What follows belongs to an exercise in optimizing a design on an open flow for small area, a short achievable clock period and few clock cycles; a production flow would make more cautious choices. No activity file was given, so power comes from the tool's default toggle rates.

the previous run:
==> flow/design.v <==
module grayscale(
  input  [23:0] d,
  output [7:0]  q
  );
wire [11:0] r = {4'b0000, d[7:0]};
wire [11:0] g = {4'b0000, d[15:8]};
wire [11:0] b = {4'b0000, d[23:16]};
wire [11:0] total = (r << 2) + r + (g << 3) + g + (b << 1);
assign q = total[11:4];
endmodule
module sat_add(
  input  [7:0] a,
  input  [7:0] m,
  input        neg,
  output [7:0] q
  );
wire [8:0] r = {1'b0, a} + {1'b0, m ^ {8{neg}}} + {8'b0, neg};
wire       ovf = r[8] ^ neg;
assign q = ovf ? {8{~neg}} : r[7:0];
endmodule
module err_dif(
  input  [7:0] a,
  input  [7:0] c7,
  input  [6:0] ep,
  input        sp,
  input        m3,
  output [7:0] v,
  output       s,
  output [6:0] e
  );
wire [8:0] ep3 = {2'b00, ep} + {1'b0, ep, 1'b0};
wire [4:0] d3  = m3 ? ep3[8:4] : 5'd0;
wire [9:0] e7  = {c7[6:0], 3'b000} - {3'b000, c7[6:0]};
wire [7:0] t;
sat_add u_t(.a(a), .m({3'b000, d3}), .neg(sp), .q(t));
sat_add u_v(.a(t), .m({2'b00, e7[9:4]}), .neg(c7[7]), .q(v));
assign s  = v[7];
assign e  = v[6:0] ^ {7{v[7]}};
endmodule
module controller #(
  parameter W  = 800,
  parameter H  = 600,
  parameter K  = 4,
  parameter AW = 19
  ) (
  input               clk,
  input               rst,
  output reg [CW-1:0] c,
  output reg [XW-1:0] xo,
  output reg [AW-1:0] oa,
  output reg [AW-1:0] ia,
  output reg          rd,
  output reg          wr,
  output reg          en_o,
  output reg          done,
  output reg          idle,      
  output reg          lane_k,    
  output reg          x_last,    
  output reg          x_nlast    
  );
function integer lg2;
  input integer n;
  integer i;
  begin
    lg2 = 0;
    for (i = n - 1; i > 0; i = i >> 1)
      lg2 = lg2 + 1;
  end
endfunction
localparam integer NB  = H / K;
localparam integer CW  = lg2(K + 2);
localparam integer XW  = lg2(W);
localparam integer BW  = lg2(NB + 2);
localparam integer WK1 = W * (K + 1);
localparam [AW-1:0] D_RD   = W * K + K + 2;
localparam [AW-1:0] D_RDW  = W * K + K + 2 - WK1;
localparam [AW-1:0] D_L0   = -1;
localparam [AW-1:0] D_L0W  = WK1 - 1;
localparam [AW-1:0] D_LN   = -W - 1;
localparam [AW-1:0] D_LNW  = WK1 - W - 1;
localparam [AW-1:0] I_L2   = -2 * W - 2;
localparam [AW-1:0] I_L2W  = WK1 - 2 * W - 2;
localparam [AW-1:0] I_L3   = -3 * W - 2;
localparam [AW-1:0] I_L3W  = WK1 - 3 * W - 2;
localparam [AW-1:0] I_L0   = W * (K - 1) + K + 1;
localparam [AW-1:0] I_L0W  = W * (K - 1) + K + 1 - WK1;
localparam [AW-1:0] OA0    = W * (H - 1) + W - 3 - K;
localparam [XW-1:0] XO0    = W - 3 - K;
reg [BW-1:0] bo;
reg [CW-1:0] c_n;
reg [XW-1:0] xo_n;
reg [BW-1:0] bo_n;
reg [AW-1:0] doa, dia;
reg [XW:0]   xs;
reg          rd_n, wr_n, done_n;
always @(*) begin
  c_n = (c == K + 1) ? {CW{1'b0}} : c + 1'b1;
  xs  = {1'b0, xo} + (K + 2);
  bo_n = bo;
  if (c == 0) begin
    if (xs >= W) begin
      xo_n = xs - W;
      doa  = D_RDW;
      bo_n = bo + 1'b1;
    end else begin
      xo_n = xs[XW-1:0];
      doa  = D_RD;
    end
  end else begin
    if (xo == 0) begin
      xo_n = W - 1;
      doa  = (c == 1) ? D_L0W : D_LNW;
      bo_n = bo - 1'b1;
    end else begin
      xo_n = xo - 1'b1;
      doa  = (c == 1) ? D_L0 : D_LN;
    end
  end
  if (c_n == 1)
    dia = (xo_n < 2) ? I_L2W : I_L2;
  else if (c_n == 0 || c_n == K + 1)
    dia = ({1'b0, xo_n} + (K + 1) >= W) ? I_L0W : I_L0;
  else
    dia = (xo_n < 2) ? I_L3W : I_L3;
  done_n = done || (c == K + 1 && bo == NB && xo == W - 1);
  rd_n = 1'b0;
  wr_n = 1'b0;
  if (c_n == 1)
    rd_n = (bo_n >= 2 && bo_n <= NB);
  else if (c_n == 0)
    wr_n = (bo_n >= 1 && bo_n <= NB - 1);
  else
    wr_n = (bo_n >= 1 && bo_n <= NB);
  rd_n = rd_n && !done_n;
  wr_n = wr_n && !done_n;
end
always @(posedge clk)
  ia <= oa + doa + dia;
always @(posedge clk or posedge rst) begin
  if (rst) begin
    c    <= 0;
    xo   <= XO0;
    bo   <= 0;
    oa   <= OA0;
    rd   <= 1'b0;
    wr   <= 1'b0;
    en_o <= 1'b0;
    done <= 1'b0;
    idle <= 1'b1;
    lane_k <= 1'b0;
    x_last <= 1'b0;
    x_nlast <= 1'b0;
  end else begin
    c    <= c_n;
    xo   <= xo_n;
    bo   <= bo_n;
    oa   <= oa + doa;
    rd   <= rd_n;
    wr   <= wr_n;
    en_o <= rd_n || wr_n;
    done <= done_n;
    idle <= (c_n == 0);
    lane_k <= (c_n == K + 1);
    x_last <= (xo_n == 0);
    x_nlast <= (xo_n == W - 1);
  end
end
endmodule
module sipu_core #(
  parameter W  = 800,
  parameter H  = 600,
  parameter K  = 4,
  parameter AW = 19
  ) (
  input           clk,
  input           rst,
  input  [23:0]   in_mem_data,
  input  [7:0]    out_mem_data,
  output reg [7:0] mux_data,
  output          en_in_mem,
  output [AW-1:0] in_mem_addr,
  output          en_out_mem,
  output [AW-1:0] out_mem_addr,
  output          out_mem_read,
  output          out_mem_write,
  output          done
  );
localparam integer RW = 20;
wire idle, lane_k, x_last, x_nlast;
controller #(.W(W), .H(H), .K(K), .AW(AW)) ctrl(
  .clk(clk), .rst(rst), .c(), .xo(), .oa(out_mem_addr), .ia(in_mem_addr),
  .rd(out_mem_read), .wr(out_mem_write), .en_o(en_out_mem), .done(done),
  .idle(idle), .lane_k(lane_k), .x_last(x_last), .x_nlast(x_nlast));
assign en_in_mem = 1'b1;
reg [RW*(K+2)-1:0] ring;
reg [23:0]         in_q;
reg [6:0]          e_q;      
reg                s_q;      
wire [RW-1:0] head = ring[RW-1:0];
wire [7:0]    a    = head[7:0];
wire [3:0]    d1   = head[11:8];
wire [7:0]    c7   = head[19:12];
wire [7:0] v;
wire       s;
wire [6:0] e;
err_dif ed(.a(a), .c7(c7), .ep(e_q), .sp(s_q), .m3(!x_last),
           .v(v), .s(s), .e(e));
wire [9:0] ep5 = {3'b000, e_q} + {1'b0, e_q, 2'b00};
wire [2:0] d1n = x_nlast ? 3'd0 : e_q[6:4];
wire [7:0] g, g1, a_calc;
grayscale gray(.d(in_q), .q(g));
sat_add u_g1(.a(g), .m({5'b00000, d1[2:0]}), .neg(d1[3]), .q(g1));
sat_add u_g5(.a(g1), .m({2'b00, ep5[9:4]}), .neg(s_q), .q(a_calc));
wire [7:0] a_n  = out_mem_read ? out_mem_data : a_calc;
wire [7:0] c7_n = (x_last || lane_k) ? 8'd0 : {s, e};
wire [3:0] d1_n = {s_q && !x_nlast, d1n};
always @(posedge clk) begin
  ring     <= {c7_n, d1_n, a_n, ring[RW*(K+2)-1:RW]};
  in_q     <= in_mem_data;
  e_q      <= idle ? 7'd0 : e;
  s_q      <= s && !idle;
  mux_data <= lane_k ? v : {8{s}};
end
endmodule
module top(clk,
           rst,
           done,
           in_mem_data,
           out_mem_data,
           mux_data,
           en_in_mem,
           in_mem_addr,
           en_out_mem,
           out_mem_addr,
           out_mem_read,
           out_mem_write
           );
  input  clk;
  input  rst;
  input  [23:0]  in_mem_data;
  input  [7:0]   out_mem_data;
  output [7:0]   mux_data;
  output         en_in_mem;
  output [31:0]  in_mem_addr;
  output         en_out_mem;
  output [31:0]  out_mem_addr;
  output         out_mem_read;
  output         out_mem_write;
  output done;
  wire [18:0] in_addr;
  wire [18:0] out_addr;
  assign in_mem_addr  = {13'd0, in_addr};
  assign out_mem_addr = {13'd0, out_addr};
  sipu_core #(.W(800), .H(600), .K(6), .AW(19)) core(
    .clk(clk), .rst(rst),
    .in_mem_data(in_mem_data), .out_mem_data(out_mem_data),
    .mux_data(mux_data),
    .en_in_mem(en_in_mem), .in_mem_addr(in_addr),
    .en_out_mem(en_out_mem), .out_mem_addr(out_addr),
    .out_mem_read(out_mem_read), .out_mem_write(out_mem_write),
    .done(done));
endmodule
clock: 24.0 ns
lec_check: 0
abc_area: 1
cap_margin: 20
core_margin: 2
core_utilization: 40
slew_margin: 20
run.sh (not shown) runs the stock make flow with config.mk's settings and CLKGATE_MAP_FILE= SYNTH_SCRIPT=/design/flow/synth_recipe.tcl, a recipe that flattens the netlist after the stock synthesis.
What the current run does differently from the previous run at the input level:
- ABC_AREA no longer set, was 1
--- outcome ---
Run comparison: the current run critical path capture point core.ring[147]; the previous run critical path capture point core.ring[146]
The previous run and the current run ended up with roughly the same switching power share of the total.
Count of inverters other than clock inverters in the layout shrinks by more than half when moving from the previous run to the current run.
The previous run → the current run: total power after layout saw an increase, sequential cell area share went up, setup slack now smaller, combinational power went up by about 7.5%, layout overhead on the synthesized area now sits higher.
| parity-gate share of the synthesized area counting xor and xnor cells | the current run vs the previous run | 0.90 points higher |
Combined area of all synthesized cells came out lower on the current run than on the previous run.
The current run: final cell count lower than the previous run
Function was not checked in any run of this note: the RTL went through the layout flow alone.

==> what the ideal ports hide <==
The results above use ideal ports. As a check the final layouts listed here were re-extracted and re-timed, cells and wires unchanged.
Step 1: set_driving_cell puts a clkbuf_16 on clk and a buf_2 on each other input, an assumption about the parent block.
Step 2 times the ports against the registers' clock, not the clock port: input delays grow and output delays shrink by t, the midpoint of the rising clock arrivals with the driver on.
Three values: ideal, step 1, step 2; two values: the first two.
run	t, ns	setup WS [ns]	worst setup path after step 2
the previous run	0.586	17.335 / 17.335 / 17.335	register to register
the current run	0.594	16.512 / 16.512 / 16.512	register to register
After both steps setup and hold are still met in every run listed.
